Background: an optimization exercise with open tools, aiming at small area, a short achievable clock period and few clock cycles. Do not read the settings as production practice. RTL that was checked went through simulation tests only; none was proved equivalent to the original. Function not checked in run 2: the RTL went through the layout flow alone.

### run.sh
#!/bin/bash
# synth_recipe.tcl (not shown) runs the flow's synth.tcl, then flattens the netlist and writes it again
# the make line also repeats each setting of config.mk as NAME=value (left out here)
make -C /OpenROAD-flow-scripts/flow DESIGN_CONFIG=/design/flow/config.mk WORK_HOME=/design/flow/orfs CLKGATE_MAP_FILE= SYNTH_SCRIPT=/design/flow/synth_recipe.tcl finish
### config.mk
export PLATFORM = sky130hd
export DESIGN_NAME = exu
export DESIGN_NICKNAME = exu
export VERILOG_FILES = /design/flow/design.v
export SDC_FILE = /design/flow/constraint.sdc
export NUM_CORES = 4
export LEC_CHECK = 0
export ABC_CLOCK_PERIOD_IN_PS = 5000
export CAP_MARGIN = 30
export CORE_MARGIN = 2
export CORE_UTILIZATION = 45
export SETUP_SLACK_MARGIN = 4
export SLEW_MARGIN = 30
export TNS_END_PERCENT = 10
### constraint.sdc
create_clock -name core_clock -period 10.0 [get_ports {clk}]
set_input_delay 2.0000 -clock core_clock [delete_from_list [all_inputs] [get_ports {clk}]]
set_output_delay 2.0000 -clock core_clock [all_outputs]
set_load 0.01 [all_outputs]
### design.v
module exu(
	input wire clk,
	input wire rstn,
	input wire [19:0] ex_sig,
	input wire [31:0] ex_src1,
	input wire [31:0] ex_src2,
	input wire ex_out_valid,
	output reg [31:0] ex_result,
	output wire [2:0] ex_exception,
	output reg ex_in_valid
	);
	assign ex_exception = 3'd0;
	reg st_mul, st_fa1, st_fa2, st_dneg, st_dnorm, st_diter, st_dfix,
	    st_x0, st_lm1, st_lm2;
	wire idle = ~(st_mul | st_fa1 | st_fa2 | st_dneg | st_dnorm | st_diter |
	              st_dfix | st_x0 | st_lm1 | st_lm2);
	reg ph_sq, ph_m1;      
	reg m_ai, m_af, m_bf, m_x;  
	reg [31:0] A, B, Q;
	reg [32:0] P;
	reg [12:0] X;
	reg [7:0] EY0, EY1;
	reg SY, SWP, F1, FSUB, SGL;
	reg [4:0] cnt;
	reg sA, sB;
	reg o_fdiv, o_div, o_rem, o_sdiv;
	reg SIGX, SIGD;
	reg [4:0] osel;        
	reg os_cmp, os_sg, R0;
	wire [31:0] i1 = ex_src1;
	wire [31:0] i2 = ex_src2;
	wire eq31 = i1[30:0] == i2[30:0];
	wire lt31 = i1[30:0] < i2[30:0];
	wire gt31 = ~lt31 & ~eq31;
	wire feq = eq31 & (i1[31] == i2[31]);
	wire flt = (i1[31] & ~i2[31]) | (~i1[31] & ~i2[31] & lt31) | (i1[31] & i2[31] & gt31);
	wire flt_r = (i2[31] & ~i1[31]) | (~i2[31] & ~i1[31] & gt31) | (i2[31] & i1[31] & lt31);
	wire fle = ~flt_r;
	wire cmp_bit = (ex_sig[12] & feq) | (ex_sig[13] & flt) | (ex_sig[14] & fle) |
	               (ex_sig[15] & i2[31]) | (ex_sig[16] & ~i2[31]);
	wire is_cmp = |ex_sig[16:12];
	wire is_imul = |ex_sig[3:0];
	wire is_div = |ex_sig[7:4];
	wire is_fadd = ex_sig[8] | ex_sig[9];
	wire [8:0] ed = {1'b0, i1[30:23]} - {1'b0, i2[30:23]};
	wire [7:0] sm_i = ed[8] ? (i2[30:23] - i1[30:23]) : ed[7:0];
	wire fa_sy = gt31 ? i1[31] : (i2[31] ^ ex_sig[9]);
	wire [32:0] ma = ({33{m_ai}} & {sA & A[31], A}) |
	                 ({33{m_af}} & {10'd1, A[22:0]}) |
	                 ({33{m_bf}} & {10'd1, B[22:0]}) |
	                 ({33{m_x}}  & {9'd0, X, 11'd0});
	wire last = cnt == 5'd0;
	wire sd = last & sB & Q[7];
	wire [40:0] t;
	mstep mstep_u (.ma(ma), .d({sd, Q[7:0]}), .P(P), .t(t));
	wire [22:0] mymux = P[23] ? P[22:0] : {P[21:0], Q[31]};
	wire [31:0] dmin = A;
	wire [32:0] dsub = {1'b0, dmin} - {1'b0, Q};
	wire dge = ~dsub[32];
	wire [31:0] dr1 = dge ? dsub[31:0] : dmin;
	wire [32:0] dsub2 = {1'b0, dr1} - {2'b0, Q[31:1]};
	wire dge2 = ~dsub2[32];
	wire [31:0] dr2 = SGL ? dr1 : (dge2 ? dsub2[31:0] : dr1);
	wire [31:0] dq2 = SGL ? {1'b0, Q[31:1]} : {2'b0, Q[31:2]};
	wire [31:0] negA = ~A + 32'd1;
	wire [31:0] negB = ~B + 32'd1;
	function [5:0] clz32(input [31:0] v);
		integer k;
		begin
			clz32 = 6'd32;
			for (k = 0; k < 32; k = k + 1)
				if (v[k]) clz32 = 6'd31 - k[5:0];
		end
	endfunction
	wire [5:0] clzA = clz32(A);
	wire [5:0] clzB = clz32(B);
	wire [6:0] nsh = {1'b0, clzB} - {1'b0, clzA};
	wire [31:0] Bsh = B << nsh[4:0];
	wire [7:0] SM = EY0;
	wire [22:0] m1a = SWP ? B[22:0] : A[22:0];
	wire [22:0] m2a = SWP ? A[22:0] : B[22:0];
	wire [7:0] e1a = SWP ? B[30:23] : A[30:23];
	wire pm = A[31] ^ B[31] ^ FSUB;
	wire flag1 = (SM[7:1] == 7'd0) & pm;
	wire [24:0] m2b = {1'b1, m2a, 1'b0} >> SM;
	wire [25:0] mya2 = {2'b01, m1a, 1'b0} + ({1'b0, m2b} ^ {26{pm}}) + {25'd0, pm};
	wire [22:0] my2 = mya2[25] ? mya2[24:2] : (mya2[24] ? mya2[23:1] : mya2[22:0]);
		wire [7:0] ey2 = mya2[25] ? e1a + 8'd1 : (mya2[24] ? e1a : ((|e1a) ? e1a - 8'd1 : 8'd0));
	wire [24:0] m2c = SM[0] ? {2'b01, m2a} : {1'b1, m2a, 1'b0};
	wire [24:0] m1c = {1'b1, m1a, 1'b0} - m2c;
	function [4:0] lzc25(input [24:0] v);
		integer k;
		begin
			lzc25 = 5'd25;
			for (k = 0; k < 25; k = k + 1)
				if (v[k]) lzc25 = 5'd24 - k[4:0];
		end
	endfunction
	wire [4:0] lz = lzc25(m1c);
	wire [24:0] m1s = m1c << lz;
	wire [8:0] ey1a = {1'b0, e1a} - {4'd0, lz};
	wire [7:0] ey1 = (ey1a[8] | ~|m1c) ? 8'd0 : ey1a[7:0];
	wire [31:0] fa_res = flag1 ? {SY, ey1, m1s[23:1]} : {SY, ey2, my2};
	wire [7:0] xe = o_fdiv ? P[30:23] : A[30:23];
	wire fzero = o_fdiv ? (P[30:23] == 8'd0) : 1'b0;
	wire mzero = ~o_fdiv & ((A[30:0] == 31'd0) | (B[30:0] == 31'd0));
	wire [9:0] D0 = mzero ? 10'h381 :
	                {2'b0, xe} + (o_fdiv ? ~{2'b0, B[30:23]} : {2'b0, B[30:23]}) + (o_fdiv ? 10'd127 : 10'h381);
	wire [9:0] D1 = D0 + 10'd1;
	wire [7:0] ey0_n = (D0[9] | fzero) ? 8'd0 : D0[7:0];
	wire [7:0] ey1_n = (D1[9] | fzero) ? 8'd0 : D1[7:0];
	wire [22:0] mix2 = {X[10:0], 12'd0} - mymux;
	always @(posedge clk) begin
		if (~rstn) begin
			{st_mul, st_fa1, st_fa2, st_dneg, st_dnorm, st_diter, st_dfix, st_x0, st_lm1, st_lm2} <= 10'd0;
			ex_in_valid <= 1'b0;
		end else begin
			ex_in_valid <= 1'b0;
			if (idle & ex_out_valid) begin
				A <= ex_sig[11] ? {7'd0, 1'b1, 13'd0, 11'd0} + {22'd0, 1'b1, ex_src2[22:13]} + 32'd1 : ex_src1;
				B <= ex_src2;
				sA <= ex_sig[1] | ex_sig[2];
				sB <= ex_sig[1];
				m_ai <= is_imul;
				m_af <= ex_sig[10];
				m_bf <= 1'b0;
				m_x <= 1'b0;
				ph_sq <= 1'b0;
				ph_m1 <= 1'b0;
				o_fdiv <= ex_sig[11];
				o_div <= ex_sig[4] | ex_sig[5];
				o_rem <= ex_sig[6] | ex_sig[7];
				o_sdiv <= ex_sig[4] | ex_sig[6];
				SIGX <= ex_src1[31];
				SIGD <= ex_src2[31];
				FSUB <= ex_sig[9];
				SY <= is_fadd ? fa_sy : (ex_src1[31] ^ ex_src2[31]);
				SWP <= lt31;
				EY0 <= sm_i;
				R0 <= cmp_bit;
				P <= ex_sig[11] ? {1'b0, ex_src1} : 33'd0;
				Q <= ex_sig[10] ? {8'd0, 1'b1, ex_src2[22:0]} :
				     ex_sig[11] ? {8'd0, 1'b1, ex_src2[22:13], 1'b1, 12'd0} : ex_src2;
				X <= 13'd0;
				cnt <= ex_sig[10] ? 5'd2 : ex_sig[11] ? 5'd6 : 5'd3;
				SGL <= 1'b1;
				os_cmp <= |ex_sig[14:12];
				os_sg <= ex_sig[15] | ex_sig[16];
				osel <= {ex_sig[10] | ex_sig[11], ex_sig[4] | ex_sig[5], ex_sig[6] | ex_sig[7], ex_sig[0], ~(ex_sig[0] | is_div | ex_sig[10] | ex_sig[11] | is_cmp)};
				ex_in_valid <= is_cmp;
				st_mul <= is_imul | ex_sig[10];
				st_fa1 <= is_fadd;
				st_dneg <= is_div & (ex_sig[4] | ex_sig[6]) & (ex_src1[31] | ex_src2[31]);
				st_dnorm <= is_div & ~((ex_sig[4] | ex_sig[6]) & (ex_src1[31] | ex_src2[31]));
				st_x0 <= ex_sig[11];
			end
			if (st_mul) begin
				P <= t[40:8];
				Q <= {t[7:0], Q[31:8]};
				if (~o_fdiv) EY0 <= ey0_n;
				if (~o_fdiv) EY1 <= ey1_n;
				cnt <= cnt - 5'd1;
				if (last) begin
					st_mul <= 1'b0;
					if (ph_sq) st_lm1 <= 1'b1;
					else if (ph_m1) st_lm2 <= 1'b1;
					else ex_in_valid <= 1'b1;
				end
			end
			if (st_fa1) begin
				P <= {1'b0, fa_res};
				st_fa1 <= 1'b0;
				ex_in_valid <= 1'b1;
			end
			if (st_dneg) begin
				if (o_sdiv & A[31]) A <= negA;
				if (o_sdiv & B[31]) B <= negB;
				st_dneg <= 1'b0;
				st_dnorm <= 1'b1;
			end
			if (st_dnorm) begin
				st_dnorm <= 1'b0;
				if (B == 32'd0) begin
					B <= 32'hffffffff;
					st_dfix <= 1'b1;
				end else if (nsh[6]) begin
					B <= 32'd0;
					st_dfix <= 1'b1;
				end else begin
					Q <= Bsh;
					B <= 32'd0;
					cnt <= {1'b0, nsh[4:1]};
					SGL <= ~nsh[0];
					st_diter <= 1'b1;
				end
			end
			if (st_diter) begin
				A <= dr2;
				B <= SGL ? {B[30:0], dge} : {B[29:0], dge, dge2};
				Q <= dq2;
				SGL <= 1'b0;
				cnt <= cnt - 5'd1;
				if (last) begin
					st_diter <= 1'b0;
					if ((o_sdiv & o_div & (SIGX ^ SIGD)) | (o_sdiv & o_rem & SIGX))
						st_dfix <= 1'b1;
					else
						ex_in_valid <= 1'b1;
				end
			end
			if (st_dfix) begin
				if (o_sdiv & o_div & (SIGX ^ SIGD)) B <= negB;
				if (o_sdiv & o_rem & SIGX) A <= negA;
				st_dfix <= 1'b0;
				ex_in_valid <= 1'b1;
			end
			if (st_x0) begin
				A <= dr2;
				X <= SGL ? {X[11:0], dge} : {X[10:0], dge, dge2};
				Q <= dq2;
				SGL <= 1'b0;
				EY0 <= ey0_n;
				EY1 <= ey1_n;
				cnt <= cnt - 5'd1;
				if (last) begin
					A <= P[31:0];
					P <= 33'd0;
					Q <= {16'd0, X[10:0], dge, dge2, 3'd0};
					cnt <= 5'd1;
					st_x0 <= 1'b0;
					st_mul <= 1'b1;
					m_x <= 1'b1;
					ph_sq <= 1'b1;
				end
			end
			if (st_lm1) begin
				P <= 33'd0;
				Q <= {8'd0, 1'b1, mymux};
				cnt <= 5'd2;
				m_x <= 1'b0;
				m_bf <= 1'b1;
				ph_sq <= 1'b0;
				ph_m1 <= 1'b1;
				st_lm1 <= 1'b0;
				st_mul <= 1'b1;
			end
			if (st_lm2) begin
				P <= 33'd0;
				Q <= {8'd0, 1'b1, mix2};
				cnt <= 5'd2;
				m_bf <= 1'b0;
				m_af <= 1'b1;
				ph_m1 <= 1'b0;
				st_lm2 <= 1'b0;
				st_mul <= 1'b1;
			end
		end
	end
	wire [31:0] fpack = {SY, P[23] ? EY1 : EY0, mymux};
	always @(*) begin
		ex_result = ({32{osel[0]}} & P[31:0]) |
		            ({32{osel[1]}} & Q) |
		            ({32{osel[2]}} & A) |
		            ({32{osel[3]}} & B) |
		            ({32{osel[4]}} & fpack) |
		            {os_sg & R0, {31{os_sg}} & A[30:0]} |
		            {31'd0, os_cmp & R0};
	end
endmodule
module mstep(input [32:0] ma, input [8:0] d, input [32:0] P, output [40:0] t);
wire one0 = d[0] ^ 1'b0;
wire two0 = (d[1] & ~d[0] & ~1'b0) | (~d[1] & d[0] & 1'b0);
wire neg0 = d[1];
wire pp0_0 = ((one0 & ma[0]) | (two0 & 1'b0)) ^ neg0;
wire pp0_1 = ((one0 & ma[1]) | (two0 & ma[0])) ^ neg0;
wire pp0_2 = ((one0 & ma[2]) | (two0 & ma[1])) ^ neg0;
wire pp0_3 = ((one0 & ma[3]) | (two0 & ma[2])) ^ neg0;
wire pp0_4 = ((one0 & ma[4]) | (two0 & ma[3])) ^ neg0;
wire pp0_5 = ((one0 & ma[5]) | (two0 & ma[4])) ^ neg0;
wire pp0_6 = ((one0 & ma[6]) | (two0 & ma[5])) ^ neg0;
wire pp0_7 = ((one0 & ma[7]) | (two0 & ma[6])) ^ neg0;
wire pp0_8 = ((one0 & ma[8]) | (two0 & ma[7])) ^ neg0;
wire pp0_9 = ((one0 & ma[9]) | (two0 & ma[8])) ^ neg0;
wire pp0_10 = ((one0 & ma[10]) | (two0 & ma[9])) ^ neg0;
wire pp0_11 = ((one0 & ma[11]) | (two0 & ma[10])) ^ neg0;
wire pp0_12 = ((one0 & ma[12]) | (two0 & ma[11])) ^ neg0;
wire pp0_13 = ((one0 & ma[13]) | (two0 & ma[12])) ^ neg0;
wire pp0_14 = ((one0 & ma[14]) | (two0 & ma[13])) ^ neg0;
wire pp0_15 = ((one0 & ma[15]) | (two0 & ma[14])) ^ neg0;
wire pp0_16 = ((one0 & ma[16]) | (two0 & ma[15])) ^ neg0;
wire pp0_17 = ((one0 & ma[17]) | (two0 & ma[16])) ^ neg0;
wire pp0_18 = ((one0 & ma[18]) | (two0 & ma[17])) ^ neg0;
wire pp0_19 = ((one0 & ma[19]) | (two0 & ma[18])) ^ neg0;
wire pp0_20 = ((one0 & ma[20]) | (two0 & ma[19])) ^ neg0;
wire pp0_21 = ((one0 & ma[21]) | (two0 & ma[20])) ^ neg0;
wire pp0_22 = ((one0 & ma[22]) | (two0 & ma[21])) ^ neg0;
wire pp0_23 = ((one0 & ma[23]) | (two0 & ma[22])) ^ neg0;
wire pp0_24 = ((one0 & ma[24]) | (two0 & ma[23])) ^ neg0;
wire pp0_25 = ((one0 & ma[25]) | (two0 & ma[24])) ^ neg0;
wire pp0_26 = ((one0 & ma[26]) | (two0 & ma[25])) ^ neg0;
wire pp0_27 = ((one0 & ma[27]) | (two0 & ma[26])) ^ neg0;
wire pp0_28 = ((one0 & ma[28]) | (two0 & ma[27])) ^ neg0;
wire pp0_29 = ((one0 & ma[29]) | (two0 & ma[28])) ^ neg0;
wire pp0_30 = ((one0 & ma[30]) | (two0 & ma[29])) ^ neg0;
wire pp0_31 = ((one0 & ma[31]) | (two0 & ma[30])) ^ neg0;
wire pp0_32 = ((one0 & ma[32]) | (two0 & ma[31])) ^ neg0;
wire pp0_33 = ((one0 & ma[32]) | (two0 & ma[32])) ^ neg0;
wire npp0_33 = ~pp0_33;
wire one1 = d[2] ^ d[1];
wire two1 = (d[3] & ~d[2] & ~d[1]) | (~d[3] & d[2] & d[1]);
wire neg1 = d[3];
wire pp1_0 = ((one1 & ma[0]) | (two1 & 1'b0)) ^ neg1;
wire pp1_1 = ((one1 & ma[1]) | (two1 & ma[0])) ^ neg1;
wire pp1_2 = ((one1 & ma[2]) | (two1 & ma[1])) ^ neg1;
wire pp1_3 = ((one1 & ma[3]) | (two1 & ma[2])) ^ neg1;
wire pp1_4 = ((one1 & ma[4]) | (two1 & ma[3])) ^ neg1;
wire pp1_5 = ((one1 & ma[5]) | (two1 & ma[4])) ^ neg1;
wire pp1_6 = ((one1 & ma[6]) | (two1 & ma[5])) ^ neg1;
wire pp1_7 = ((one1 & ma[7]) | (two1 & ma[6])) ^ neg1;
wire pp1_8 = ((one1 & ma[8]) | (two1 & ma[7])) ^ neg1;
wire pp1_9 = ((one1 & ma[9]) | (two1 & ma[8])) ^ neg1;
wire pp1_10 = ((one1 & ma[10]) | (two1 & ma[9])) ^ neg1;
wire pp1_11 = ((one1 & ma[11]) | (two1 & ma[10])) ^ neg1;
wire pp1_12 = ((one1 & ma[12]) | (two1 & ma[11])) ^ neg1;
wire pp1_13 = ((one1 & ma[13]) | (two1 & ma[12])) ^ neg1;
wire pp1_14 = ((one1 & ma[14]) | (two1 & ma[13])) ^ neg1;
wire pp1_15 = ((one1 & ma[15]) | (two1 & ma[14])) ^ neg1;
wire pp1_16 = ((one1 & ma[16]) | (two1 & ma[15])) ^ neg1;
wire pp1_17 = ((one1 & ma[17]) | (two1 & ma[16])) ^ neg1;
wire pp1_18 = ((one1 & ma[18]) | (two1 & ma[17])) ^ neg1;
wire pp1_19 = ((one1 & ma[19]) | (two1 & ma[18])) ^ neg1;
wire pp1_20 = ((one1 & ma[20]) | (two1 & ma[19])) ^ neg1;
wire pp1_21 = ((one1 & ma[21]) | (two1 & ma[20])) ^ neg1;
wire pp1_22 = ((one1 & ma[22]) | (two1 & ma[21])) ^ neg1;
wire pp1_23 = ((one1 & ma[23]) | (two1 & ma[22])) ^ neg1;
wire pp1_24 = ((one1 & ma[24]) | (two1 & ma[23])) ^ neg1;
wire pp1_25 = ((one1 & ma[25]) | (two1 & ma[24])) ^ neg1;
wire pp1_26 = ((one1 & ma[26]) | (two1 & ma[25])) ^ neg1;
wire pp1_27 = ((one1 & ma[27]) | (two1 & ma[26])) ^ neg1;
wire pp1_28 = ((one1 & ma[28]) | (two1 & ma[27])) ^ neg1;
wire pp1_29 = ((one1 & ma[29]) | (two1 & ma[28])) ^ neg1;
wire pp1_30 = ((one1 & ma[30]) | (two1 & ma[29])) ^ neg1;
wire pp1_31 = ((one1 & ma[31]) | (two1 & ma[30])) ^ neg1;
wire pp1_32 = ((one1 & ma[32]) | (two1 & ma[31])) ^ neg1;
wire pp1_33 = ((one1 & ma[32]) | (two1 & ma[32])) ^ neg1;
wire npp1_33 = ~pp1_33;
wire one2 = d[4] ^ d[3];
wire two2 = (d[5] & ~d[4] & ~d[3]) | (~d[5] & d[4] & d[3]);
wire neg2 = d[5];
wire pp2_0 = ((one2 & ma[0]) | (two2 & 1'b0)) ^ neg2;
wire pp2_1 = ((one2 & ma[1]) | (two2 & ma[0])) ^ neg2;
wire pp2_2 = ((one2 & ma[2]) | (two2 & ma[1])) ^ neg2;
wire pp2_3 = ((one2 & ma[3]) | (two2 & ma[2])) ^ neg2;
wire pp2_4 = ((one2 & ma[4]) | (two2 & ma[3])) ^ neg2;
wire pp2_5 = ((one2 & ma[5]) | (two2 & ma[4])) ^ neg2;
wire pp2_6 = ((one2 & ma[6]) | (two2 & ma[5])) ^ neg2;
wire pp2_7 = ((one2 & ma[7]) | (two2 & ma[6])) ^ neg2;
wire pp2_8 = ((one2 & ma[8]) | (two2 & ma[7])) ^ neg2;
wire pp2_9 = ((one2 & ma[9]) | (two2 & ma[8])) ^ neg2;
wire pp2_10 = ((one2 & ma[10]) | (two2 & ma[9])) ^ neg2;
wire pp2_11 = ((one2 & ma[11]) | (two2 & ma[10])) ^ neg2;
wire pp2_12 = ((one2 & ma[12]) | (two2 & ma[11])) ^ neg2;
wire pp2_13 = ((one2 & ma[13]) | (two2 & ma[12])) ^ neg2;
wire pp2_14 = ((one2 & ma[14]) | (two2 & ma[13])) ^ neg2;
wire pp2_15 = ((one2 & ma[15]) | (two2 & ma[14])) ^ neg2;
wire pp2_16 = ((one2 & ma[16]) | (two2 & ma[15])) ^ neg2;
wire pp2_17 = ((one2 & ma[17]) | (two2 & ma[16])) ^ neg2;
wire pp2_18 = ((one2 & ma[18]) | (two2 & ma[17])) ^ neg2;
wire pp2_19 = ((one2 & ma[19]) | (two2 & ma[18])) ^ neg2;
wire pp2_20 = ((one2 & ma[20]) | (two2 & ma[19])) ^ neg2;
wire pp2_21 = ((one2 & ma[21]) | (two2 & ma[20])) ^ neg2;
wire pp2_22 = ((one2 & ma[22]) | (two2 & ma[21])) ^ neg2;
wire pp2_23 = ((one2 & ma[23]) | (two2 & ma[22])) ^ neg2;
wire pp2_24 = ((one2 & ma[24]) | (two2 & ma[23])) ^ neg2;
wire pp2_25 = ((one2 & ma[25]) | (two2 & ma[24])) ^ neg2;
wire pp2_26 = ((one2 & ma[26]) | (two2 & ma[25])) ^ neg2;
wire pp2_27 = ((one2 & ma[27]) | (two2 & ma[26])) ^ neg2;
wire pp2_28 = ((one2 & ma[28]) | (two2 & ma[27])) ^ neg2;
wire pp2_29 = ((one2 & ma[29]) | (two2 & ma[28])) ^ neg2;
wire pp2_30 = ((one2 & ma[30]) | (two2 & ma[29])) ^ neg2;
wire pp2_31 = ((one2 & ma[31]) | (two2 & ma[30])) ^ neg2;
wire pp2_32 = ((one2 & ma[32]) | (two2 & ma[31])) ^ neg2;
wire pp2_33 = ((one2 & ma[32]) | (two2 & ma[32])) ^ neg2;
wire npp2_33 = ~pp2_33;
wire one3 = d[6] ^ d[5];
wire two3 = (d[7] & ~d[6] & ~d[5]) | (~d[7] & d[6] & d[5]);
wire neg3 = d[7];
wire pp3_0 = ((one3 & ma[0]) | (two3 & 1'b0)) ^ neg3;
wire pp3_1 = ((one3 & ma[1]) | (two3 & ma[0])) ^ neg3;
wire pp3_2 = ((one3 & ma[2]) | (two3 & ma[1])) ^ neg3;
wire pp3_3 = ((one3 & ma[3]) | (two3 & ma[2])) ^ neg3;
wire pp3_4 = ((one3 & ma[4]) | (two3 & ma[3])) ^ neg3;
wire pp3_5 = ((one3 & ma[5]) | (two3 & ma[4])) ^ neg3;
wire pp3_6 = ((one3 & ma[6]) | (two3 & ma[5])) ^ neg3;
wire pp3_7 = ((one3 & ma[7]) | (two3 & ma[6])) ^ neg3;
wire pp3_8 = ((one3 & ma[8]) | (two3 & ma[7])) ^ neg3;
wire pp3_9 = ((one3 & ma[9]) | (two3 & ma[8])) ^ neg3;
wire pp3_10 = ((one3 & ma[10]) | (two3 & ma[9])) ^ neg3;
wire pp3_11 = ((one3 & ma[11]) | (two3 & ma[10])) ^ neg3;
wire pp3_12 = ((one3 & ma[12]) | (two3 & ma[11])) ^ neg3;
wire pp3_13 = ((one3 & ma[13]) | (two3 & ma[12])) ^ neg3;
wire pp3_14 = ((one3 & ma[14]) | (two3 & ma[13])) ^ neg3;
wire pp3_15 = ((one3 & ma[15]) | (two3 & ma[14])) ^ neg3;
wire pp3_16 = ((one3 & ma[16]) | (two3 & ma[15])) ^ neg3;
wire pp3_17 = ((one3 & ma[17]) | (two3 & ma[16])) ^ neg3;
wire pp3_18 = ((one3 & ma[18]) | (two3 & ma[17])) ^ neg3;
wire pp3_19 = ((one3 & ma[19]) | (two3 & ma[18])) ^ neg3;
wire pp3_20 = ((one3 & ma[20]) | (two3 & ma[19])) ^ neg3;
wire pp3_21 = ((one3 & ma[21]) | (two3 & ma[20])) ^ neg3;
wire pp3_22 = ((one3 & ma[22]) | (two3 & ma[21])) ^ neg3;
wire pp3_23 = ((one3 & ma[23]) | (two3 & ma[22])) ^ neg3;
wire pp3_24 = ((one3 & ma[24]) | (two3 & ma[23])) ^ neg3;
wire pp3_25 = ((one3 & ma[25]) | (two3 & ma[24])) ^ neg3;
wire pp3_26 = ((one3 & ma[26]) | (two3 & ma[25])) ^ neg3;
wire pp3_27 = ((one3 & ma[27]) | (two3 & ma[26])) ^ neg3;
wire pp3_28 = ((one3 & ma[28]) | (two3 & ma[27])) ^ neg3;
wire pp3_29 = ((one3 & ma[29]) | (two3 & ma[28])) ^ neg3;
wire pp3_30 = ((one3 & ma[30]) | (two3 & ma[29])) ^ neg3;
wire pp3_31 = ((one3 & ma[31]) | (two3 & ma[30])) ^ neg3;
wire pp3_32 = ((one3 & ma[32]) | (two3 & ma[31])) ^ neg3;
wire pp3_33 = ((one3 & ma[32]) | (two3 & ma[32])) ^ neg3;
wire npp3_33 = ~pp3_33;
wire u = d[7] & ~d[8];
wire ur_0 = u & ma[0];
wire ur_1 = u & ma[1];
wire ur_2 = u & ma[2];
wire ur_3 = u & ma[3];
wire ur_4 = u & ma[4];
wire ur_5 = u & ma[5];
wire ur_6 = u & ma[6];
wire ur_7 = u & ma[7];
wire ur_8 = u & ma[8];
wire ur_9 = u & ma[9];
wire ur_10 = u & ma[10];
wire ur_11 = u & ma[11];
wire ur_12 = u & ma[12];
wire ur_13 = u & ma[13];
wire ur_14 = u & ma[14];
wire ur_15 = u & ma[15];
wire ur_16 = u & ma[16];
wire ur_17 = u & ma[17];
wire ur_18 = u & ma[18];
wire ur_19 = u & ma[19];
wire ur_20 = u & ma[20];
wire ur_21 = u & ma[21];
wire ur_22 = u & ma[22];
wire ur_23 = u & ma[23];
wire ur_24 = u & ma[24];
wire ur_25 = u & ma[25];
wire ur_26 = u & ma[26];
wire ur_27 = u & ma[27];
wire ur_28 = u & ma[28];
wire ur_29 = u & ma[29];
wire ur_30 = u & ma[30];
wire ur_31 = u & ma[31];
wire nur_32 = ~(u & ma[32]);
wire nP32 = ~P[32];
wire r1 = pp0_32 ^ pp1_30;
wire r2 = pp0_32 & pp1_30;
wire r3 = pp0_4 ^ pp1_2;
wire r4 = pp0_4 & pp1_2;
wire r5 = pp0_5 ^ pp1_3;
wire r6 = pp0_5 & pp1_3;
wire r7 = pp0_6 ^ pp1_4 ^ pp2_2;
wire r8 = (pp0_6 & pp1_4) | (pp0_6 & pp2_2) | (pp1_4 & pp2_2);
wire r9 = pp3_0 ^ neg3;
wire r10 = pp3_0 & neg3;
wire r11 = pp0_7 ^ pp1_5 ^ pp2_3;
wire r12 = (pp0_7 & pp1_5) | (pp0_7 & pp2_3) | (pp1_5 & pp2_3);
wire r13 = pp3_1 ^ P[7];
wire r14 = pp3_1 & P[7];
wire r15 = pp0_8 ^ pp1_6 ^ pp2_4;
wire r16 = (pp0_8 & pp1_6) | (pp0_8 & pp2_4) | (pp1_6 & pp2_4);
wire r17 = pp3_2 ^ ur_0 ^ P[8];
wire r18 = (pp3_2 & ur_0) | (pp3_2 & P[8]) | (ur_0 & P[8]);
wire r19 = pp0_9 ^ pp1_7 ^ pp2_5;
wire r20 = (pp0_9 & pp1_7) | (pp0_9 & pp2_5) | (pp1_7 & pp2_5);
wire r21 = pp3_3 ^ ur_1 ^ P[9];
wire r22 = (pp3_3 & ur_1) | (pp3_3 & P[9]) | (ur_1 & P[9]);
wire r23 = pp0_10 ^ pp1_8 ^ pp2_6;
wire r24 = (pp0_10 & pp1_8) | (pp0_10 & pp2_6) | (pp1_8 & pp2_6);
wire r25 = pp3_4 ^ ur_2 ^ P[10];
wire r26 = (pp3_4 & ur_2) | (pp3_4 & P[10]) | (ur_2 & P[10]);
wire r27 = pp0_11 ^ pp1_9 ^ pp2_7;
wire r28 = (pp0_11 & pp1_9) | (pp0_11 & pp2_7) | (pp1_9 & pp2_7);
wire r29 = pp3_5 ^ ur_3 ^ P[11];
wire r30 = (pp3_5 & ur_3) | (pp3_5 & P[11]) | (ur_3 & P[11]);
wire r31 = pp0_12 ^ pp1_10 ^ pp2_8;
wire r32 = (pp0_12 & pp1_10) | (pp0_12 & pp2_8) | (pp1_10 & pp2_8);
wire r33 = pp3_6 ^ ur_4 ^ P[12];
wire r34 = (pp3_6 & ur_4) | (pp3_6 & P[12]) | (ur_4 & P[12]);
wire r35 = pp0_13 ^ pp1_11 ^ pp2_9;
wire r36 = (pp0_13 & pp1_11) | (pp0_13 & pp2_9) | (pp1_11 & pp2_9);
wire r37 = pp3_7 ^ ur_5 ^ P[13];
wire r38 = (pp3_7 & ur_5) | (pp3_7 & P[13]) | (ur_5 & P[13]);
wire r39 = pp0_14 ^ pp1_12 ^ pp2_10;
wire r40 = (pp0_14 & pp1_12) | (pp0_14 & pp2_10) | (pp1_12 & pp2_10);
wire r41 = pp3_8 ^ ur_6 ^ P[14];
wire r42 = (pp3_8 & ur_6) | (pp3_8 & P[14]) | (ur_6 & P[14]);
wire r43 = pp0_15 ^ pp1_13 ^ pp2_11;
wire r44 = (pp0_15 & pp1_13) | (pp0_15 & pp2_11) | (pp1_13 & pp2_11);
wire r45 = pp3_9 ^ ur_7 ^ P[15];
wire r46 = (pp3_9 & ur_7) | (pp3_9 & P[15]) | (ur_7 & P[15]);
wire r47 = pp0_16 ^ pp1_14 ^ pp2_12;
wire r48 = (pp0_16 & pp1_14) | (pp0_16 & pp2_12) | (pp1_14 & pp2_12);
wire r49 = pp3_10 ^ ur_8 ^ P[16];
wire r50 = (pp3_10 & ur_8) | (pp3_10 & P[16]) | (ur_8 & P[16]);
wire r51 = pp0_17 ^ pp1_15 ^ pp2_13;
wire r52 = (pp0_17 & pp1_15) | (pp0_17 & pp2_13) | (pp1_15 & pp2_13);
wire r53 = pp3_11 ^ ur_9 ^ P[17];
wire r54 = (pp3_11 & ur_9) | (pp3_11 & P[17]) | (ur_9 & P[17]);
wire r55 = pp0_18 ^ pp1_16 ^ pp2_14;
wire r56 = (pp0_18 & pp1_16) | (pp0_18 & pp2_14) | (pp1_16 & pp2_14);
wire r57 = pp3_12 ^ ur_10 ^ P[18];
wire r58 = (pp3_12 & ur_10) | (pp3_12 & P[18]) | (ur_10 & P[18]);
wire r59 = pp0_19 ^ pp1_17 ^ pp2_15;
wire r60 = (pp0_19 & pp1_17) | (pp0_19 & pp2_15) | (pp1_17 & pp2_15);
wire r61 = pp3_13 ^ ur_11 ^ P[19];
wire r62 = (pp3_13 & ur_11) | (pp3_13 & P[19]) | (ur_11 & P[19]);
wire r63 = pp0_20 ^ pp1_18 ^ pp2_16;
wire r64 = (pp0_20 & pp1_18) | (pp0_20 & pp2_16) | (pp1_18 & pp2_16);
wire r65 = pp3_14 ^ ur_12 ^ P[20];
wire r66 = (pp3_14 & ur_12) | (pp3_14 & P[20]) | (ur_12 & P[20]);
wire r67 = pp0_21 ^ pp1_19 ^ pp2_17;
wire r68 = (pp0_21 & pp1_19) | (pp0_21 & pp2_17) | (pp1_19 & pp2_17);
wire r69 = pp3_15 ^ ur_13 ^ P[21];
wire r70 = (pp3_15 & ur_13) | (pp3_15 & P[21]) | (ur_13 & P[21]);
wire r71 = pp0_22 ^ pp1_20 ^ pp2_18;
wire r72 = (pp0_22 & pp1_20) | (pp0_22 & pp2_18) | (pp1_20 & pp2_18);
wire r73 = pp3_16 ^ ur_14 ^ P[22];
wire r74 = (pp3_16 & ur_14) | (pp3_16 & P[22]) | (ur_14 & P[22]);
wire r75 = pp0_23 ^ pp1_21 ^ pp2_19;
wire r76 = (pp0_23 & pp1_21) | (pp0_23 & pp2_19) | (pp1_21 & pp2_19);
wire r77 = pp3_17 ^ ur_15 ^ P[23];
wire r78 = (pp3_17 & ur_15) | (pp3_17 & P[23]) | (ur_15 & P[23]);
wire r79 = pp0_24 ^ pp1_22 ^ pp2_20;
wire r80 = (pp0_24 & pp1_22) | (pp0_24 & pp2_20) | (pp1_22 & pp2_20);
wire r81 = pp3_18 ^ ur_16 ^ P[24];
wire r82 = (pp3_18 & ur_16) | (pp3_18 & P[24]) | (ur_16 & P[24]);
wire r83 = pp0_25 ^ pp1_23 ^ pp2_21;
wire r84 = (pp0_25 & pp1_23) | (pp0_25 & pp2_21) | (pp1_23 & pp2_21);
wire r85 = pp3_19 ^ ur_17 ^ P[25];
wire r86 = (pp3_19 & ur_17) | (pp3_19 & P[25]) | (ur_17 & P[25]);
wire r87 = pp0_26 ^ pp1_24 ^ pp2_22;
wire r88 = (pp0_26 & pp1_24) | (pp0_26 & pp2_22) | (pp1_24 & pp2_22);
wire r89 = pp3_20 ^ ur_18 ^ P[26];
wire r90 = (pp3_20 & ur_18) | (pp3_20 & P[26]) | (ur_18 & P[26]);
wire r91 = pp0_27 ^ pp1_25 ^ pp2_23;
wire r92 = (pp0_27 & pp1_25) | (pp0_27 & pp2_23) | (pp1_25 & pp2_23);
wire r93 = pp3_21 ^ ur_19 ^ P[27];
wire r94 = (pp3_21 & ur_19) | (pp3_21 & P[27]) | (ur_19 & P[27]);
wire r95 = pp0_28 ^ pp1_26 ^ pp2_24;
wire r96 = (pp0_28 & pp1_26) | (pp0_28 & pp2_24) | (pp1_26 & pp2_24);
wire r97 = pp3_22 ^ ur_20 ^ P[28];
wire r98 = (pp3_22 & ur_20) | (pp3_22 & P[28]) | (ur_20 & P[28]);
wire r99 = pp0_29 ^ pp1_27 ^ pp2_25;
wire r100 = (pp0_29 & pp1_27) | (pp0_29 & pp2_25) | (pp1_27 & pp2_25);
wire r101 = pp3_23 ^ ur_21 ^ P[29];
wire r102 = (pp3_23 & ur_21) | (pp3_23 & P[29]) | (ur_21 & P[29]);
wire r103 = pp0_30 ^ pp1_28 ^ pp2_26;
wire r104 = (pp0_30 & pp1_28) | (pp0_30 & pp2_26) | (pp1_28 & pp2_26);
wire r105 = pp3_24 ^ ur_22 ^ P[30];
wire r106 = (pp3_24 & ur_22) | (pp3_24 & P[30]) | (ur_22 & P[30]);
wire r107 = pp0_31 ^ pp1_29 ^ pp2_27;
wire r108 = (pp0_31 & pp1_29) | (pp0_31 & pp2_27) | (pp1_29 & pp2_27);
wire r109 = pp3_25 ^ ur_23 ^ P[31];
wire r110 = (pp3_25 & ur_23) | (pp3_25 & P[31]) | (ur_23 & P[31]);
wire r111 = r1 ^ pp2_28 ^ pp3_26;
wire r112 = (r1 & pp2_28) | (r1 & pp3_26) | (pp2_28 & pp3_26);
wire r113 = ur_24 ^ nP32 ^ 1'b1;
wire r114 = (ur_24 & nP32) | (ur_24 & 1'b1) | (nP32 & 1'b1);
wire r115 = r2 ^ npp0_33 ^ pp1_31;
wire r116 = (r2 & npp0_33) | (r2 & pp1_31) | (npp0_33 & pp1_31);
wire r117 = pp2_29 ^ pp3_27 ^ ur_25;
wire r118 = (pp2_29 & pp3_27) | (pp2_29 & ur_25) | (pp3_27 & ur_25);
wire r119 = pp1_32 ^ pp2_30 ^ pp3_28;
wire r120 = (pp1_32 & pp2_30) | (pp1_32 & pp3_28) | (pp2_30 & pp3_28);
wire r121 = ur_26 ^ 1'b1;
wire r122 = ur_26 & 1'b1;
wire r123 = npp1_33 ^ pp2_31 ^ pp3_29;
wire r124 = (npp1_33 & pp2_31) | (npp1_33 & pp3_29) | (pp2_31 & pp3_29);
wire r125 = pp2_32 ^ pp3_30;
wire r126 = pp2_32 & pp3_30;
wire r127 = pp0_2 ^ pp1_0;
wire r128 = pp0_2 & pp1_0;
wire r129 = pp0_3 ^ pp1_1;
wire r130 = pp0_3 & pp1_1;
wire r131 = r3 ^ pp2_0 ^ neg2;
wire r132 = (r3 & pp2_0) | (r3 & neg2) | (pp2_0 & neg2);
wire r133 = r4 ^ r5 ^ pp2_1;
wire r134 = (r4 & r5) | (r4 & pp2_1) | (r5 & pp2_1);
wire r135 = r6 ^ r7 ^ r9;
wire r136 = (r6 & r7) | (r6 & r9) | (r7 & r9);
wire r137 = r8 ^ r10 ^ r11;
wire r138 = (r8 & r10) | (r8 & r11) | (r10 & r11);
wire r139 = r12 ^ r14 ^ r15;
wire r140 = (r12 & r14) | (r12 & r15) | (r14 & r15);
wire r141 = r16 ^ r18 ^ r19;
wire r142 = (r16 & r18) | (r16 & r19) | (r18 & r19);
wire r143 = r20 ^ r22 ^ r23;
wire r144 = (r20 & r22) | (r20 & r23) | (r22 & r23);
wire r145 = r24 ^ r26 ^ r27;
wire r146 = (r24 & r26) | (r24 & r27) | (r26 & r27);
wire r147 = r28 ^ r30 ^ r31;
wire r148 = (r28 & r30) | (r28 & r31) | (r30 & r31);
wire r149 = r32 ^ r34 ^ r35;
wire r150 = (r32 & r34) | (r32 & r35) | (r34 & r35);
wire r151 = r36 ^ r38 ^ r39;
wire r152 = (r36 & r38) | (r36 & r39) | (r38 & r39);
wire r153 = r40 ^ r42 ^ r43;
wire r154 = (r40 & r42) | (r40 & r43) | (r42 & r43);
wire r155 = r44 ^ r46 ^ r47;
wire r156 = (r44 & r46) | (r44 & r47) | (r46 & r47);
wire r157 = r48 ^ r50 ^ r51;
wire r158 = (r48 & r50) | (r48 & r51) | (r50 & r51);
wire r159 = r52 ^ r54 ^ r55;
wire r160 = (r52 & r54) | (r52 & r55) | (r54 & r55);
wire r161 = r56 ^ r58 ^ r59;
wire r162 = (r56 & r58) | (r56 & r59) | (r58 & r59);
wire r163 = r60 ^ r62 ^ r63;
wire r164 = (r60 & r62) | (r60 & r63) | (r62 & r63);
wire r165 = r64 ^ r66 ^ r67;
wire r166 = (r64 & r66) | (r64 & r67) | (r66 & r67);
wire r167 = r68 ^ r70 ^ r71;
wire r168 = (r68 & r70) | (r68 & r71) | (r70 & r71);
wire r169 = r72 ^ r74 ^ r75;
wire r170 = (r72 & r74) | (r72 & r75) | (r74 & r75);
wire r171 = r76 ^ r78 ^ r79;
wire r172 = (r76 & r78) | (r76 & r79) | (r78 & r79);
wire r173 = r80 ^ r82 ^ r83;
wire r174 = (r80 & r82) | (r80 & r83) | (r82 & r83);
wire r175 = r84 ^ r86 ^ r87;
wire r176 = (r84 & r86) | (r84 & r87) | (r86 & r87);
wire r177 = r88 ^ r90 ^ r91;
wire r178 = (r88 & r90) | (r88 & r91) | (r90 & r91);
wire r179 = r92 ^ r94 ^ r95;
wire r180 = (r92 & r94) | (r92 & r95) | (r94 & r95);
wire r181 = r96 ^ r98 ^ r99;
wire r182 = (r96 & r98) | (r96 & r99) | (r98 & r99);
wire r183 = r100 ^ r102 ^ r103;
wire r184 = (r100 & r102) | (r100 & r103) | (r102 & r103);
wire r185 = r104 ^ r106 ^ r107;
wire r186 = (r104 & r106) | (r104 & r107) | (r106 & r107);
wire r187 = r108 ^ r110 ^ r111;
wire r188 = (r108 & r110) | (r108 & r111) | (r110 & r111);
wire r189 = r112 ^ r114 ^ r115;
wire r190 = (r112 & r114) | (r112 & r115) | (r114 & r115);
wire r191 = r116 ^ r118 ^ r119;
wire r192 = (r116 & r118) | (r116 & r119) | (r118 & r119);
wire r193 = r120 ^ r122 ^ r123;
wire r194 = (r120 & r122) | (r120 & r123) | (r122 & r123);
wire r195 = r124 ^ r125 ^ ur_28;
wire r196 = (r124 & r125) | (r124 & ur_28) | (r125 & ur_28);
wire r197 = r126 ^ npp2_33 ^ pp3_31;
wire r198 = (r126 & npp2_33) | (r126 & pp3_31) | (npp2_33 & pp3_31);
wire r199 = pp3_32 ^ ur_30;
wire r200 = pp3_32 & ur_30;
wire r201 = pp0_0 ^ neg0;
wire r202 = pp0_0 & neg0;
wire r203 = pp0_1 ^ P[1];
wire r204 = pp0_1 & P[1];
wire r205 = r127 ^ neg1 ^ P[2];
wire r206 = (r127 & neg1) | (r127 & P[2]) | (neg1 & P[2]);
wire r207 = r128 ^ r129 ^ P[3];
wire r208 = (r128 & r129) | (r128 & P[3]) | (r129 & P[3]);
wire r209 = r130 ^ r131 ^ P[4];
wire r210 = (r130 & r131) | (r130 & P[4]) | (r131 & P[4]);
wire r211 = r132 ^ r133 ^ P[5];
wire r212 = (r132 & r133) | (r132 & P[5]) | (r133 & P[5]);
wire r213 = r134 ^ r135 ^ P[6];
wire r214 = (r134 & r135) | (r134 & P[6]) | (r135 & P[6]);
wire r215 = r136 ^ r137 ^ r13;
wire r216 = (r136 & r137) | (r136 & r13) | (r137 & r13);
wire r217 = r138 ^ r139 ^ r17;
wire r218 = (r138 & r139) | (r138 & r17) | (r139 & r17);
wire r219 = r140 ^ r141 ^ r21;
wire r220 = (r140 & r141) | (r140 & r21) | (r141 & r21);
wire r221 = r142 ^ r143 ^ r25;
wire r222 = (r142 & r143) | (r142 & r25) | (r143 & r25);
wire r223 = r144 ^ r145 ^ r29;
wire r224 = (r144 & r145) | (r144 & r29) | (r145 & r29);
wire r225 = r146 ^ r147 ^ r33;
wire r226 = (r146 & r147) | (r146 & r33) | (r147 & r33);
wire r227 = r148 ^ r149 ^ r37;
wire r228 = (r148 & r149) | (r148 & r37) | (r149 & r37);
wire r229 = r150 ^ r151 ^ r41;
wire r230 = (r150 & r151) | (r150 & r41) | (r151 & r41);
wire r231 = r152 ^ r153 ^ r45;
wire r232 = (r152 & r153) | (r152 & r45) | (r153 & r45);
wire r233 = r154 ^ r155 ^ r49;
wire r234 = (r154 & r155) | (r154 & r49) | (r155 & r49);
wire r235 = r156 ^ r157 ^ r53;
wire r236 = (r156 & r157) | (r156 & r53) | (r157 & r53);
wire r237 = r158 ^ r159 ^ r57;
wire r238 = (r158 & r159) | (r158 & r57) | (r159 & r57);
wire r239 = r160 ^ r161 ^ r61;
wire r240 = (r160 & r161) | (r160 & r61) | (r161 & r61);
wire r241 = r162 ^ r163 ^ r65;
wire r242 = (r162 & r163) | (r162 & r65) | (r163 & r65);
wire r243 = r164 ^ r165 ^ r69;
wire r244 = (r164 & r165) | (r164 & r69) | (r165 & r69);
wire r245 = r166 ^ r167 ^ r73;
wire r246 = (r166 & r167) | (r166 & r73) | (r167 & r73);
wire r247 = r168 ^ r169 ^ r77;
wire r248 = (r168 & r169) | (r168 & r77) | (r169 & r77);
wire r249 = r170 ^ r171 ^ r81;
wire r250 = (r170 & r171) | (r170 & r81) | (r171 & r81);
wire r251 = r172 ^ r173 ^ r85;
wire r252 = (r172 & r173) | (r172 & r85) | (r173 & r85);
wire r253 = r174 ^ r175 ^ r89;
wire r254 = (r174 & r175) | (r174 & r89) | (r175 & r89);
wire r255 = r176 ^ r177 ^ r93;
wire r256 = (r176 & r177) | (r176 & r93) | (r177 & r93);
wire r257 = r178 ^ r179 ^ r97;
wire r258 = (r178 & r179) | (r178 & r97) | (r179 & r97);
wire r259 = r180 ^ r181 ^ r101;
wire r260 = (r180 & r181) | (r180 & r101) | (r181 & r101);
wire r261 = r182 ^ r183 ^ r105;
wire r262 = (r182 & r183) | (r182 & r105) | (r183 & r105);
wire r263 = r184 ^ r185 ^ r109;
wire r264 = (r184 & r185) | (r184 & r109) | (r185 & r109);
wire r265 = r186 ^ r187 ^ r113;
wire r266 = (r186 & r187) | (r186 & r113) | (r187 & r113);
wire r267 = r188 ^ r189 ^ r117;
wire r268 = (r188 & r189) | (r188 & r117) | (r189 & r117);
wire r269 = r190 ^ r191 ^ r121;
wire r270 = (r190 & r191) | (r190 & r121) | (r191 & r121);
wire r271 = r192 ^ r193 ^ ur_27;
wire r272 = (r192 & r193) | (r192 & ur_27) | (r193 & ur_27);
wire r273 = r194 ^ r195 ^ 1'b1;
wire r274 = (r194 & r195) | (r194 & 1'b1) | (r195 & 1'b1);
wire r275 = r196 ^ r197 ^ ur_29;
wire r276 = (r196 & r197) | (r196 & ur_29) | (r197 & ur_29);
wire r277 = r198 ^ r199 ^ 1'b1;
wire r278 = (r198 & r199) | (r198 & 1'b1) | (r199 & 1'b1);
wire r279 = r200 ^ npp3_33 ^ ur_31;
wire r280 = (r200 & npp3_33) | (r200 & ur_31) | (npp3_33 & ur_31);
wire [40:0] sx = {r280,r278,r276,r274,r272,r270,r268,r266,r264,r262,r260,r258,r256,r254,r252,r250,r248,r246,r244,r242,r240,r238,r236,r234,r232,r230,r228,r226,r224,r222,r220,r218,r216,r214,r212,r210,r208,r206,r204,r202,r201};
wire [40:0] sy = {nur_32,r279,r277,r275,r273,r271,r269,r267,r265,r263,r261,r259,r257,r255,r253,r251,r249,r247,r245,r243,r241,r239,r237,r235,r233,r231,r229,r227,r225,r223,r221,r219,r217,r215,r213,r211,r209,r207,r205,r203,P[0]};
assign t = sx + sy;
endmodule
==> metrics.yaml, run 1 <==
cts:
  tritoncts: "built"
  clock_sinks: 196
  clockBufferDepth: 2
  cts_hold_buf: 0
  numCtsBuffers: 17
  clk_pin_slew_ns: 0.11
  htreeDepth: 4
  cts-root-buf: "clkbuf_16"
  insertion_delay_ns: 0.55
floorplanning:
  die_x_um: 312.4
  start_util_pct: 45.26
  die_y_um: 312.4
  ioPinCount: 123
  rows: 113
  dieArea_um2: 97610
  core-area_um2: 94590
place:
  gp_congestion: 1.125
  dpl.hpwl_mm: 177.3
  portBuffers: 116
synth:
  synth_largest_area_cell: "edfxtp_1"
  synth_top_area_share_pct: 13.05
  syn_area_per_cell_um2: 7.269
  synth_top_family_by_area: "compound AO/OA/AOI/OAI gates"
  synthMuxAreaShare_pct: 7.749
  synthCells: 5889
  synth-xor-area-share_pct: 5.688
  yosys_warnings: 1
  ys_async_sr_fraction_pct: 0
  ys_seq_elements: 196
  synth_compound_gate_area_share_pct: 33.19
  synth-edff-count: 186
  synth_fa_ha_area_share_pct: 13.63
  synthTopCellsByArea: "edfxtp_1 (13%), ha_1 (7.4%), a21oi_1 (6.4%)"
  synthesis.area_um2: 42810
  synth.distinct_cells: 92
  synth_flop_cell: "edfxtp_1"
  synthSimpleGateAreaFrac_pct: 18.05
  synth_seq_area_share_pct: 13.52
worst_setup_path:
  worstReg2RegEnd: "Q[3]"
  critPathMostFrequentCell: "nor3_1"
  ff2ff_setup_slack_ns: 2.98
  rr_worst_depth: 27
  reg2reg_from: "B[0]"
  required_ns: 10.32
  critical_path_class: "reg2reg"
  worstPathMaxFanout: 20
  cp_slowest_cell: "nor3_1"
  arrival_ns: 7.34
  max_stage_delay_ns: 0.71
  end_kind: "register"
  startpoint_type: "register"
drt:
  antenna_left: 0
  num_vias: 51190
  first_pass_iters: 11
  drt_iter0_drc: 8645
  wl_per_cell_um: 33.17
  via_per_inst: 7.051
  drc: 0
  wl_mm: 240.8
grt:
  grt_pass1_vias: 44750
  antenna_found_initial: 16
  grt_first_pass_wirelength_mm: 329.4
  grt_max_degree: 116
  grt_usage_pct: 46.31
  grt_overflow_total: 0
worst_hold_path:
  hp-start: "P[32]"
  hold_path_end: "P[32]"
  worstHoldPathType: "reg2reg"
  hold_depth: 2
sta:
  finalSetupViolCount: 0
  finalCriticalPeriod_ns: 7.023
  setup_tns_ns: 0
  maxSlewViolCount: 0
  fin_crit_sh_pct: 70.23
  max_freq_mhz: 142.4
  clock_skew_ns: 0.04285
  slew_headroom_pct: 23.96
  worst_pin_slew_ns: 1.133
  grt_setup_unrepaired: "yes"
  finalHoldViolCount: 0
cells_and_area:
  fin_util_pct: 53.50
  final_cell_mix: "nand2_1 (586), a21oi_1 (519), o21ai_0 (427)"
  area_growth_pct: 18.21
  drive_gt1_share_pct: 15.60
  nFillCells: 9199
  nNetsFinal: 6442
  final_common_cell: "nand2_1"
status:
  status: "complete, no violations"
job:
  drv_cap: 0
[through the flow]
step	hold WS (ns)	area, um^2	std cells	worst slack (ns)
CTS	0.6108	47470	7069	3.148
finish	0.6256	50600	7260	2.977
floorplan	0.4601	43030	5891	3.514
detailed placement	0.5957	45200	6939	1.578
global route	0.6353	50570	7247	2.776
global placement	0.5820	45190	6939	1.605
[cell type report]
type	instances	area, um^2	area share, %
Timing Repair Buffer	561	5376	10.63
Multi-Input combinational cell	4781	35560	70.28
Inverter	411	1620	3.202
Sequential cell	196	5792	11.45
Antenna cell	13	32.53	0.06429
Clock inverter	15	198.9	0.3932
Tap cell	1265	1583	3.128
Clock buffer	17	425.4	0.8407
Timing Repair inverter	1	8.758	0.01731
[what timing repair did]
item,4_1_cts,5_1_grt
pin swaps,38,116
setup endpoints to repair,99,108
setup buffers,93,160
gates cloned,5,17
resized for setup,193,318
[synth_stat cells (21+ instances only)]
cell type / number
nor4_1: 30
a21o_1: 94
o211ai_1: 102
nand4_1: 42
nand3_1: 106
nor3_1: 142
clkbuf_1: 441
o221ai_1: 49
a21boi_0: 21
inv_1: 400
a211oi_1: 153
a222oi_1: 31
o21a_1: 40
and3_1: 82
o22ai_1: 72
a22oi_1: 146
mux2_2: 40
nand2b_1: 45
nand2_1: 606
edfxtp_1: 186
xor2_1: 84
a221oi_1: 52
o21ai_0: 481
buf_1: 53
and2_1: 56
a311oi_1: 31
mux2i_1: 211
a21oi_1: 549
a31oi_1: 71
fa_1: 134
o21bai_1: 38
nor2b_1: 51
a22o_1: 29
xnor2_1: 194
ha_1: 252
nor2_1: 359
or3_1: 29
mux4_2: 33
o31ai_1: 30
nor3b_1: 27
or2_2: 27
[per-layer routing]
layer,part of all wire [%],track usage (%),up-vias
met3,14,17.07,949
li1,-,-,21950
met5,0.12,1.741,-
met4,8.7,30.36,14
met1,37,59.15,24280
met2,40,64.91,4004
[flip-flops by register name, indices dropped and copies added, names as in the netlist, 5 cells and up]
signal  cells
cnt         5
X          13
EY1         8
osel        5
B          32
P          33
A          32
Q          32
EY0         8
[cell families (layout without fill, tap and decap cells)]
kind of cell | after synthesis | count (layout)
AO/OA/AOI/OAI | 2174 | 2174
XOR/XNOR | 278 | 278
adder cells (fa/ha/maj) | 386 | 386
buffers and inverters | 921 | 1005
flip-flops | 196 | 196
multiplexers | 285 | 285
other | 1 | 16
AND/OR/NAND/NOR | 1648 | 1655
[critical path, delay by kind of cell (launching register included)]
kind	cells	cell delay (ns)
adders and majority gates	3	0.78
DFF	1	0.52
buffers and inverters	3	0.57
and+or+nand+nor	8	1.85
AOI/OAI and AO/OA	13	3.08
[how the worst max path moves through the flow]
stage	depth (start not counted)	slack, ns	end	startpoint
2_1_floorplan	25	3.51	P[30]	m_ai
3_3_place_gp	30	1.61	A[18]	Q[1]
3_5_place_dp	30	1.58	A[18]	Q[1]
4_1_cts	23	3.15	P[30]	m_bf
5_1_grt	27	2.78	Q[3]	B[1]
6_report	27	2.98	Q[3]	B[0]
Testbench counts, summed over its fixed seeds: cycles 125,594.
==> run 2: changes to the inputs <==
--- a/design.v
+++ b/design.v
@@ -103,10 +103,11 @@
 	wire [31:0] fa_res = flag1 ? {SY, ey1, m1s[23:1]} : {SY, ey2, my2};
-	wire [7:0] xe = o_fdiv ? P[30:23] : A[30:23];
-	wire fzero = o_fdiv ? (P[30:23] == 8'd0) : 1'b0;
-	wire mzero = ~o_fdiv & ((A[30:0] == 31'd0) | (B[30:0] == 31'd0));
-	wire [9:0] D0 = mzero ? 10'h381 :
-	                {2'b0, xe} + (o_fdiv ? ~{2'b0, B[30:23]} : {2'b0, B[30:23]}) + (o_fdiv ? 10'd127 : 10'h381);
-	wire [9:0] D1 = D0 + 10'd1;
-	wire [7:0] ey0_n = (D0[9] | fzero) ? 8'd0 : D0[7:0];
-	wire [7:0] ey1_n = (D1[9] | fzero) ? 8'd0 : D1[7:0];
+	wire [8:0] fm_eya0 = (A[30:0] == 31'd0 || B[30:0] == 31'd0) ? 9'd0 : {1'b0, A[30:23]} + {1'b0, B[30:23]};
+	wire [9:0] fm_e0 = {1'b0, fm_eya0} - 10'd127;
+	wire [9:0] fm_e1 = {1'b0, fm_eya0} - 10'd126;
+	wire [8:0] fd_eya0 = (P[30:23] == 8'd0) ? 9'd0 : {1'b0, P[30:23]} + 9'd126;
+	wire [8:0] fd_eya1 = (P[30:23] == 8'd0) ? 9'd0 : {1'b0, P[30:23]} + 9'd127;
+	wire [8:0] fd_e0 = fd_eya0 - {1'b0, B[30:23]};
+	wire [8:0] fd_e1 = fd_eya1 - {1'b0, B[30:23]};
+	wire [7:0] ey0_n = o_fdiv ? ((fd_eya0 > {1'b0, B[30:23]}) ? fd_e0[7:0] : 8'd0) : (fm_e0[9] ? 8'd0 : fm_e0[7:0]);
+	wire [7:0] ey1_n = o_fdiv ? ((fd_eya1 > {1'b0, B[30:23]}) ? fd_e1[7:0] : 8'd0) : (fm_e1[9] ? 8'd0 : fm_e1[7:0]);
 	wire [22:0] mix2 = {X[10:0], 12'd0} - mymux;
--- a/config.mk
+++ b/config.mk
@@ -8,7 +8,7 @@
 export ABC_CLOCK_PERIOD_IN_PS = 5000
-export CAP_MARGIN = 30
+export CAP_MARGIN = 20
 export CORE_MARGIN = 2
-export CORE_UTILIZATION = 45
+export CORE_UTILIZATION = 50
 export SETUP_SLACK_MARGIN = 4
-export SLEW_MARGIN = 30
+export SLEW_MARGIN = 20
 export TNS_END_PERCENT = 10
==> run 2 against run 1 <==
Against the previous run: now fails the layout checks on capacitance limit, slew limit; synthesized cell count rose by 2.9%; utilization is 5.3 points higher; global-route usage grew 4.8 points; register-to-register slack improved by 0.31 ns; area after synthesis increased by 2.1%; sequential cell count is the same.
==> metrics.yaml, run 2 <==
synth:
  synthTopCellsByArea: "edfxtp_1 (13%), ha_1 (7.8%), a21oi_1 (6.7%)"
  synth_flop_cell: "edfxtp_1"
  ys_seq_elements: 196
  yosys-top-cells-count: "nand2_1 (634), a21oi_1 (588), o21ai_0 (519)"
  synthCells: 6059
  yosys_warnings: 1
  synth.distinct_cells: 111
  syn_area_per_cell_um2: 7.212
  synth.most_common_cell: "nand2_1"
  synth_seq_area_share_pct: 13.24
  ys_async_sr_fraction_pct: 0
  synth-edff-count: 186
  synthesis.area_um2: 43700
  synth_top_area_share_pct: 12.78
  synth_largest_area_cell: "edfxtp_1"
drt:
  first_pass_iters: 10
  via_per_inst: 7.250
  num_vias: 52810
  wl_mm: 240.0
  drt_iter0_drc: 9713
  drc: 0
  antenna_left: 0
  wl_per_cell_um: 32.95
sta:
  grt_setup_unrepaired: "yes"
  finalSetupViolCount: 0
  setup_tns_ns: 0
  max_freq_mhz: 149.0
  hold-worst-slack_ns: 0.5328
  slew_headroom_pct: -4.207
  finalHoldViolCount: 0
  setup_ws_ns: 3.288
  finalCriticalPeriod_ns: 6.712
  maxSlewViolCount: 2
  fin_crit_sh_pct: 67.12
  clock_skew_ns: 0.03337
  worst_pin_slew_ns: 1.554
worst_hold_path:
  worstHoldPathType: "reg2reg"
  hold_path_end: "st_dfix"
  hp-start: "st_dfix"
  hold_depth: 1
place:
  pre_cts_slack_ns: 2.125
  dpl.hpwl_mm: 171.3
  portBuffers: 116
  gp_congestion: 1.104
  dp.cells: 6974
worst_setup_path:
  cp_cell_sequence: "buf_4 > or2_4 > nand2_1 > nand2_2 > o21ai_0 > a22oi_1 > fa_1 > inv_1 > fa_1 > fa_1 > ha_1 > a21oi_1 > o21bai_1 > a21oi_1 > o21ai_1 > a221oi_2 > nand2_1 > a21oi_1 > xor2_1 > a211oi_1 > a21o_1"
  worstReg2RegEnd: "P[18]"
  required_ns: 10.39
  cp_slowest_cell: "a211oi_1"
  reg2reg_from: "m_af"
  rr_worst_depth: 21
  max_stage_delay_ns: 1.28
  arrival_ns: 7.10
  critical_path_class: "reg2reg"
  ff2ff_setup_slack_ns: 3.29
  startpoint_type: "register"
  end_kind: "register"
  worstPathMaxFanout: 12
job:
  drv_cap: 1
cells_and_area:
  area_growth_pct: 16.74
  nFillCells: 8210
  multi_input_area_um2: 36480
  largest_reg_flops: 33
  nNetsFinal: 6609
  final_cell_mix: "nand2_1 (615), a21oi_1 (562), o21ai_0 (478)"
  final_common_cell: "nand2_1"
  instances_no_fill: 7283
  drive_gt1_share_pct: 15.38
  regArea_um2: 5793
  fin_util_pct: 58.80
  max_flop_register: "P"
cts:
  htreeDepth: 4
  cts_hold_buf: 0
  clk_pin_slew_ns: 0.09
  tritoncts: "built"
  cts-root-buf: "clkbuf_16"
  numCtsBuffers: 17
  insertion_delay_ns: 0.55
  clockBufferDepth: 2
  clock_sinks: 196
floorplanning:
  rows: 108
  core-area_um2: 86750
  die_x_um: 299.6
  dieArea_um2: 89780
  die_y_um: 299.6
  start_util_pct: 50.37
  ioPinCount: 123
grt:
  grt_overflow_total: 0
  grt_max_degree: 90
  antenna_found_initial: 20
  grt_usage_pct: 51.12
  grt_pass1_vias: 46760
  grt_first_pass_wirelength_mm: 336.1
status:
  violations: "capacitance limit, slew limit"
  status: "finished with violations"
run 2: changes by cell type in the layout (fill, tap and decap cells not counted), sizes merged, moves of 19 or more:
| cell | before | now |
|---|---|---|
| o221ai | 49 | 30 |
| a21oi | 549 | 590 |
| a21o | 94 | 121 |
| and3 | 83 | 55 |
| nand2 | 607 | 638 |
| nor2 | 360 | 435 |
| mux2i | 211 | 164 |
| nand3 | 106 | 128 |
| buf | 432 | 413 |
| o21ai | 484 | 535 |
| ha | 252 | 273 |
run 2: metrics by stage:
step | instance area [um^2]
2_1_floorplan | 44020
3_3_place_gp | 45780
3_5_place_dp | 45780
4_1_cts | 50090
5_1_grt | 51010
6_report | 51010
run 2: per-layer routing:
metal / up-vias / global-route usage, % / part of all wire (%)
li1: 22490 / - / -
met4: 26 / 39.08 / 9.9
met2: 4261 / 71.02 / 39
met5: - / 0 / 0.075
met3: 1044 / 18.61 / 15
met1: 24980 / 64.07 / 36
run 2: how the worst max path moves through the flow:
stage                 end  cells after the start  from  slack (ns)
floorplan           P[31]                     27  m_ai        3.84
global placement    A[13]                     30  A[0]        2.20
detailed placement  A[13]                     28  A[0]        2.12
CTS                 P[31]                     25  m_af        3.54
global route        P[31]                     24  m_ai        3.22
finish              P[18]                     21  m_af        3.29
run 2: worst max-delay path: cells and delay by family, from the launching register on:
| kind | cells | cell delay [ns] |
|---|---|---|
| AOI/OAI and AO/OA | 10 | 2.98 |
| adders and majority gates | 4 | 1.93 |
| DFF | 1 | 0.46 |
| xor gates and xnor gates | 1 | 0.16 |
| buffers and inverters | 2 | 0.26 |
| and+or+nand+nor | 4 | 0.74 |
run 2: logic make-up (layout without fill, tap and decap cells):
group / Yosys count / count (layout) / share of synthesized area (%)
AO/OA/AOI/OAI: 2251 / 2254 / 33.49
AND/OR/NAND/NOR: 1753 / 1761 / 18.61
buffers and inverters: 915 / 969 / 8.032
adder cells (fa/ha/maj): 409 / 409 / 14.05
XOR/XNOR: 294 / 294 / 5.944
multiplexers: 240 / 240 / 6.626
flip-flops: 196 / 196 / 13.24
other: 1 / 5 / 0.008582
run 2: cell type report:
| class | count | share of cell area, % |
|---|---|---|
| Antenna cell | 2 | 0.009811 |
| Timing Repair inverter | 1 | 0.01717 |
| Timing Repair Buffer | 538 | 10.02 |
| Clock inverter | 15 | 0.3728 |
| Inverter | 398 | 3.041 |
| Clock buffer | 17 | 0.8339 |
| Sequential cell | 196 | 11.36 |
| Multi-Input combinational cell | 4961 | 71.51 |
| Tap cell | 1155 | 2.833 |
run 2: what timing repair did:
action	4_1_cts	5_1_grt
cloned	21	4
endpoints found under the setup margin	101	100
gates resized for setup	379	108
setup buffers	207	43
endpoints found under the hold margin	0	0
pin swaps	128	52

==> re-timing with driven ports <==
In the flow no input, the clock included, has a driving cell. The finished layouts below were timed again as built, in two steps.
Step 1 assumes that a clkbuf_16 drives the clock port and a buf_2 every other input.
Step 2 adds t to the input delays and takes it off the output delays; t is the mean of the earliest and latest rising clock arrival at the registers after step 1. Input paths then give back, and output paths get back, about the clock's delay inside the block.
Three values: no drivers, after step 1, after step 2; two values: the first two.
run | t, ns | setup WS [ns] | latest minus earliest clock arrival (ns)
run 1 | 0.601 | 2.977 / 2.977 / 2.977 | 0.043 / 0.043
run 2 | 0.609 | 3.288 / 3.288 / 3.288 | 0.033 / 0.033
